Source: an optimization exercise on an open RTL-to-GDS flow (aim: small area, a short achievable clock period and few clock cycles). Production flows keep margins and buffers that such runs may drop.
Where RTL was checked, it was by simulation tests only, not by an equivalence proof against the original.

Design MUL_DIV_top, start of the top module:
module MUL_DIV_top (
    input           clk,
    input           rst_n,
    input  [31:0]   data1,
    input  [31:0]   data2,
    input           MUL_DIV_start,
    input  [2:0]    MUL_DIV_ctrl,
    output [31:0]   MUL_DIV_out,
    output          MUL_DIV_done
);
make LEC_CHECK=0 CAP_MARGIN=20 CORE_MARGIN=2 CORE_UTILIZATION=40 SETUP_SLACK_MARGIN=4.3 SLEW_MARGIN=20 finish   # period 9.0 ns
run.sh (not shown) runs the stock make flow with config.mk's settings and CLKGATE_MAP_FILE= SYNTH_SCRIPT=/design/flow/synth_recipe.tcl, a recipe that flattens the netlist after the stock synthesis.
Testbench counts at the start, summed over its fixed seeds: cycles 71,321.
Rerun with:
--- a/flow/design.v
+++ b/flow/design.v
@@ -102,15 +102,15 @@
 wire [2:0] bd0_y   = booth(Y[5:3]);
 wire [2:0] bd1_y   = booth(Y[7:5]);
 wire       msgn    = M[32];
 localparam [8:0] C_ZERO  = 9'b000_0000_00;
 localparam [8:0] C_CORR  = 9'b100_0000_00;     
 localparam [8:0] C_NEGY  = 9'b001_0000_11;     
+localparam [8:0] C_DEC   = 9'b001_0000_00;     
 reg  [8:0] nctl;    
 wire [8:0] c_m1  = {2'b10, ~msgn, 4'b0000, 1'b0, ~msgn};   
-wire [8:0] c_p1  = {2'b10,  msgn, 4'b0000, 1'b0,  msgn};   
 wire [8:0] c_m2  = {2'b01, ~msgn, 4'b0000, 1'b0, ~msgn};   
 wire [8:0] c_m4  = {3'b000, 3'b100, ~msgn, 2'b00};         
 wire [8:0] c_m8  = {3'b000, 3'b010, ~msgn, 2'b00};         
 wire [8:0] c_m64 = {3'b000, 3'b001, ~msgn, 2'b00};         
 reg        flip;    
 always @* begin
@@ -124,17 +124,17 @@
                  else if (corr && ph == 2'd0) nctl = C_CORR;
         S_DPREP: nctl = c_m1;
         S_ZCHK:  nctl = c_m8;
         S_UP, S_UPN: nctl = s_neg ? c_m4 : c_m64;
         S_DOWN:  begin
                      if (cnt != 6'd0) nctl = (ph == 2'd0) ? c_m2 : c_m1;
-                     else if (op_rem) nctl = s_neg ? c_p1 : C_ZERO;   
+                     else if (op_rem) nctl = c_m1;
                      else nctl = C_NEGY;
-                     flip = (cnt != 6'd0) & s_neg;
+                     flip = (cnt != 6'd0 || op_rem) & s_neg;
                  end
-        S_RCOR:  nctl = C_NEGY;
+        S_RCOR:  nctl = C_DEC;
         default: nctl = C_ZERO;
     endcase
 end
 always @(posedge clk) {one0, two0, neg0, one1, two1, six1, neg1, magy, cin} <= nctl ^ {2'b00, flip, 3'b000, flip, 1'b0, flip};
 always @(posedge clk) begin
     case (state)
@@ -161,12 +161,13 @@
             ph   <= ph - 2'd1;
         end
         S_CORR: X <= S[34:0];
         S_DPREP: X <= {3'b000, S[31:0]};                   
         S_ZCHK: begin
             if (!op_rem) Y <= 32'd0;                       
+            osel <= op_rem & ~s_neg & ~asgn;
         end
         S_UP:  ph <= 2'd0;
         S_UPN: begin
             M    <= {M[29:0], 3'b000};
             cnt  <= cnt + 6'd3;
             ph   <= 2'd0;
@@ -175,17 +176,17 @@
             X    <= (cnt == 6'd0 && !op_rem) ? 35'd0 : S[34:0];
             Y    <= {Y[30:0], ~s_neg};
             if (ph == 2'd2 && cnt != 6'd0) M <= {M[32], M[32:1]};
             if (ph != 2'd2) ph <= ph + 2'd1;
             cnt  <= cnt - 6'd1;
         end
-        S_RCOR: begin
-            X <= 35'd0;
-            Y <= S[31:0];
+        S_RCOR: if (X[34]) X <= S[34:0];
+        S_FIX: begin
+            Y    <= op_rem ? ~S[31:0] : S[31:0];
+            osel <= 1'b0;
         end
-        S_FIX: Y <= S[31:0];
         default: ;
     endcase
 end
 assign MUL_DIV_out  = osel ? X[31:0] : Y;
 assign MUL_DIV_done = done_r;
 endmodule
After rerunning: The new run passed the timing, DRC and antenna checks; global-route usage went down by 0.99 points; flip-flop and latch count went up by 1; via count went up by 1.5%; non-clock buffer count went up by 33; cell count went up by 1.8%; die area went up by 0.94%; clock-buffer cell count went down by 2; design area went up by 3.5%; wire length went down by 1.4%; maximum frequency went down by 2.8%; critical path depth is unchanged; worst setup slack got worse by 0.13 ns.
The RTL of the second run of this note was laid out without a check of its function.

what the ideal ports hide:
How much do the figures lean on ideal ports? The routed layouts below were timed once more, with nothing changed but the port constraints.
Step 1 sets driving cells, clkbuf_16 on the clock port and buf_2 on the other inputs (assumed; they add their load-dependent delay and slew).
Step 2, shift: input delay + t, output delay - t, t = (earliest + latest rising clock arrival at the registers) / 2. This alone moves slack from input paths to output paths.
Slacks: no drivers / after step 1 / after step 2; pairs: no drivers / after step 1.
| run | t, ns | setup WS [ns] | hold WS [ns] | latest minus earliest clock arrival (ns) | worst data-port slew with drivers (ns) |
|---|---|---|---|---|---|
| the first run | 0.497 | 4.517 / 4.517 / 4.132 | 0.630 / 0.630 / 0.630 | 0.024 / 0.024 | 0.05 |
| the second run | 0.487 | 4.388 / 4.388 / 4.180 | 0.636 / 0.636 / 0.636 | 0.018 / 0.019 | 0.05 |
After both steps setup and hold are still met in every run listed. The setup slack of the first run, which loses most, moves by 0.000 ns with the drivers and by -0.385 ns with both steps.
